This design comes from an exercise in tuning for small area, a short achievable clock period and few clock cycles per item on the open sky130 flow, not from production work.
Function was checked by simulation only, so behaviour that the tests miss may differ from the original.

== run 1 ==
## fpu_top
module fpu_top (
  input logic   clk,
  input logic   reset,
  input logic [15:0] a,
  input logic [15:0] b,
  output logic [15:0] quotient,product,sum,
  input logic start,
  output logic [4:0]  flags,
  output logic valid
);
localparam int K = 6;    
logic [15:0]  prod_d;
logic [11:0]  add_m_d;
logic [4:0]   add_e_d;
logic         add_s_d;
logic         mul_un_d, mul_ov_d;
logic [K-1:0] qhi_d;
logic [10:0]  rem_d;
logic         qsign_d, qov_d, qun_d;
logic [4:0]   qexp_d;
fpu_add_pre add_pre (.x(a), .y(b), .m(add_m_d), .eb(add_e_d), .sb(add_s_d));
fpu_mul_comb mult (.x(a), .y(b), .product(prod_d), .underflag(mul_un_d), .overflag(mul_ov_d));
fpu_div_pre #(.K(K)) div_pre (
    .x(a), .y(b), .qhi(qhi_d), .rem(rem_d), .sign(qsign_d), .exp(qexp_d),
    .overflag(qov_d), .underflag(qun_d)
);
logic [11:0]  add_m_q;
logic [4:0]   add_e_q;
logic         add_s_q, add_exc;
logic [14:0]  prod_q;
logic         mul_un_q, mul_ov_q;
logic [K-1:0] qhi_q;
logic [10:0]  rem_q;
logic [9:0]   fb_q;
logic         qsign_q, qov_q, qun_q;
logic [4:0]   qexp_q;
always_ff @(posedge clk) begin
    if (start) begin
        add_m_q   <= add_m_d;
        add_e_q   <= add_e_d;
        add_s_q   <= add_s_d;
        prod_q    <= prod_d[14:0];
        mul_un_q  <= mul_un_d;
        mul_ov_q  <= mul_ov_d;
        qhi_q     <= qhi_d;
        rem_q     <= rem_d;
        fb_q      <= b[9:0];
        qsign_q   <= qsign_d;
        qexp_q    <= qexp_d;
        qov_q     <= qov_d;
        qun_q     <= qun_d;
    end
end
always_ff @(posedge clk or negedge reset) begin
    if (!reset)
        valid <= 1'b0;
    else if (start)
        valid <= 1'b1;
end
fpu_div_post #(.K(K)) div_post (
    .qhi(qhi_q), .rem(rem_q), .fb(fb_q), .sign(qsign_q), .exp(qexp_q),
    .overflag(qov_q), .underflag(qun_q), .quotient(quotient)
);
fpu_add_post add_post (.m(add_m_q), .eb(add_e_q), .sb(add_s_q), .sum(sum), .exc(add_exc));
assign product = {qsign_q, prod_q};    
assign flags   = {add_exc, qov_q, qun_q, mul_un_q, mul_ov_q};
endmodule
==> flow/config.mk <==
export PLATFORM = sky130hd
export DESIGN_NAME = fpu_top
export DESIGN_NICKNAME = fpu_top
export VERILOG_FILES = /design/flow/design.v
export SDC_FILE = /design/flow/constraint.sdc
export NUM_CORES = 4
export LEC_CHECK = 0
export ABC_AREA = 1
export CAP_MARGIN = 20
export CORE_MARGIN = 2
export CORE_UTILIZATION = 60
export CTS_BUF_LIST = sky130_fd_sc_hd__clkbuf_8
export PLACE_DENSITY = 0.75
export SLEW_MARGIN = 20
==> flow/constraint.sdc <==
create_clock -name core_clock -period 45.0 [get_ports {clk}]
set_input_delay 9.0000 -clock core_clock [delete_from_list [all_inputs] [get_ports {clk}]]
set_output_delay 9.0000 -clock core_clock [all_outputs]
set_load 0.01 [all_outputs]
standard.sh (not shown) runs the stock make flow with config.mk's settings and CLKGATE_MAP_FILE= SYNTH_SCRIPT=/design/flow/synth_recipe.tcl, a recipe that flattens the netlist after the stock synthesis.
==> flow/flow/run.sh <==
#!/bin/bash
# Own flow: the standard layout (standard.sh), with two changes:
#  - synthesis maps the logic with ABC's area-oriented mapper (flow/abc_area.script:
#    strash; dch; map -a) instead of ORFS's ABC script; everything else in synthesis,
#    including flip-flop mapping, flattening and renaming, is the standard flow's own script;
#  - port buffers are sky130_fd_sc_hd__buf_2 cells.
set -euo pipefail
W=$PWD
# ORFS synth.tcl with the ABC script replaced, right after its preamble.
sed "s|^source \$::env(SCRIPTS_DIR)/synth_preamble.tcl\$|&\nset abc_args [lreplace \$abc_args 1 1 $W/flow/abc_area.script]|" \
    "$FLOW_HOME/scripts/synth.tcl" > "$W/own_synth.tcl"
grep -q "own\|abc_area.script" "$W/own_synth.tcl"
sed "s|source \$::env(SCRIPTS_DIR)/synth.tcl|source $W/own_synth.tcl|" synth_recipe.tcl > "$W/own_synth_recipe.tcl"
grep -q own_synth.tcl "$W/own_synth_recipe.tcl"
sed -e "s|SYNTH_SCRIPT=[^ ]*|SYNTH_SCRIPT=$W/own_synth_recipe.tcl 'BUFFER_PORTS_ARGS=-buffer_cell sky130_fd_sc_hd__buf_2' SETUP_SLACK_MARGIN=27|" standard.sh > "$W/own_standard.sh"
grep -q own_synth_recipe.tcl "$W/own_standard.sh"
bash "$W/own_standard.sh" > "$W/own_flow.log" 2>&1
==> flow/flow/abc_area.script <==
strash
dch
map -a
topo
stime -c
Testbench counts of run 1, summed over its fixed seeds: cycles 8,000, ops 8,000.
Input-level comparison between run 2 and run 1:
- a deleted CTS_BUF_LIST that had been sky130_fd_sc_hd__clkbuf_8
-- flow/flow/run.sh --
<<< run 1, line 13
sed "s|source \$::env(SCRIPTS_DIR)/synth.tcl|source $W/own_synth.tcl|" synth_recipe.tcl > "$W/own_synth_recipe.tcl"
grep -q own_synth.tcl "$W/own_synth_recipe.tcl"
sed -e "s|SYNTH_SCRIPT=[^ ]*|SYNTH_SCRIPT=$W/own_synth_recipe.tcl 'BUFFER_PORTS_ARGS=-buffer_cell sky130_fd_sc_hd__buf_2' SETUP_SLACK_MARGIN=27|" standard.sh > "$W/own_standard.sh"
grep -q own_synth_recipe.tcl "$W/own_standard.sh"
bash "$W/own_standard.sh" > "$W/own_flow.log" 2>&1
>>> run 2, line 13
sed "s|source \$::env(SCRIPTS_DIR)/synth.tcl|source $W/own_synth.tcl|" synth_recipe.tcl > "$W/own_synth_recipe.tcl"
grep -q own_synth.tcl "$W/own_synth_recipe.tcl"
sed -e "s|SYNTH_SCRIPT=[^ ]*|SYNTH_SCRIPT=$W/own_synth_recipe.tcl 'BUFFER_PORTS_ARGS=-buffer_cell sky130_fd_sc_hd__buf_2' SETUP_SLACK_MARGIN=26|" standard.sh > "$W/own_standard.sh"
grep -q own_synth_recipe.tcl "$W/own_standard.sh"
bash "$W/own_standard.sh" > "$W/own_flow.log" 2>&1
## What came out
Run 2 ends up with a biggest cell delay along the critical path that is 0.15 ns higher than in run 1. [run 2] setup slack fell 0.35 ns relative to run 1. | via count | run 2 vs run 1 | 649 lower |. When the final numbers for run 2 and run 1 were put side by side, the count of plain and timing-repair buffers in the layout turned out to be greater in run 1. Delta (run 2 minus run 1): met1 demand-to-capacity share in global routing saw a decrease; share of the cycle needed by the critical path after routing saw an increase; design area saw a decrease; area growth from synthesis to final layout saw a decrease.
#### Input delta (run 3 over run 2)
- CTS_BUF_LIST now sky130_fd_sc_hd__clkbuf_8, previously not set
- CORE_UTILIZATION now 70, was 60
- PLACE_DENSITY now 0.85, was 0.75
==> run notes <==
- Number of detailed-route iterations in the first pass came out higher on run 3 than on run 2.
- Compared with run 2, in run 3 worst hold slack roughly the same, wire length of the first global-routing pass shows an increase of 2000 um, layout buffer count excluding clock buffers shows a reduction of 1, all-layer global routing usage increased by 5.4 points relative to the old numbers, met1 capacity usage during global routing +4.6 points.
- Between run 2 and run 3, the flow reports final cell count decreasing by a few percent.
- From run 2 to run 3, average cell area after synthesis did not move at all.
## Diff of input files: run 4 against run 3
- CORE_UTILIZATION now 60, was 70
- PLACE_DENSITY now 0.75, was 0.85
[summary]
- Every stage of the flow completed for run 4, and the final layout passed the timing, design-rule and antenna checks.
- Compared with run 3, run 4 improves wire length.
- Diff run 3 -> run 4: ratio of routed vias to standard cells went down, global-route usage went down, pre-CTS worst setup slack went down.
- The final cycle utilization of the critical path of run 4 is lower than that of run 3.

-- static timing again, ports no longer ideal --
In the flow no input, the clock included, has a driving cell. The finished layouts below were timed again as built, in two steps.
Step 1: set_driving_cell puts a clkbuf_16 on clk and a buf_2 on each other input, an assumption about the parent block.
Step 2 moves the port delays by t, midway between the first and last clock arrival at a register: inputs arrive t later, outputs are due t later. That takes back most of the time a late clock gives input paths.
Slacks: ideal ports / drivers / drivers and shift; pairs: ideal ports / drivers.
| run | shift t [ns] | setup slack, ns | worst slew at a driven data input, ns |
|---|---|---|---|
| run 1 | 0.410 | 26.993 / 26.984 / 26.574 | 0.06 |
| run 2 | 0.395 | 26.639 / 26.663 / 26.269 | 0.05 |
| run 3 | 0.418 | 26.437 / 26.455 / 26.037 | 0.04 |
| run 4 | 0.412 | 26.681 / 26.703 / 26.291 | 0.04 |
After both steps setup and hold are still met in every run listed. For run 1, which loses most, drivers alone change the setup slack by -0.009 ns; drivers and shift together by -0.419 ns.
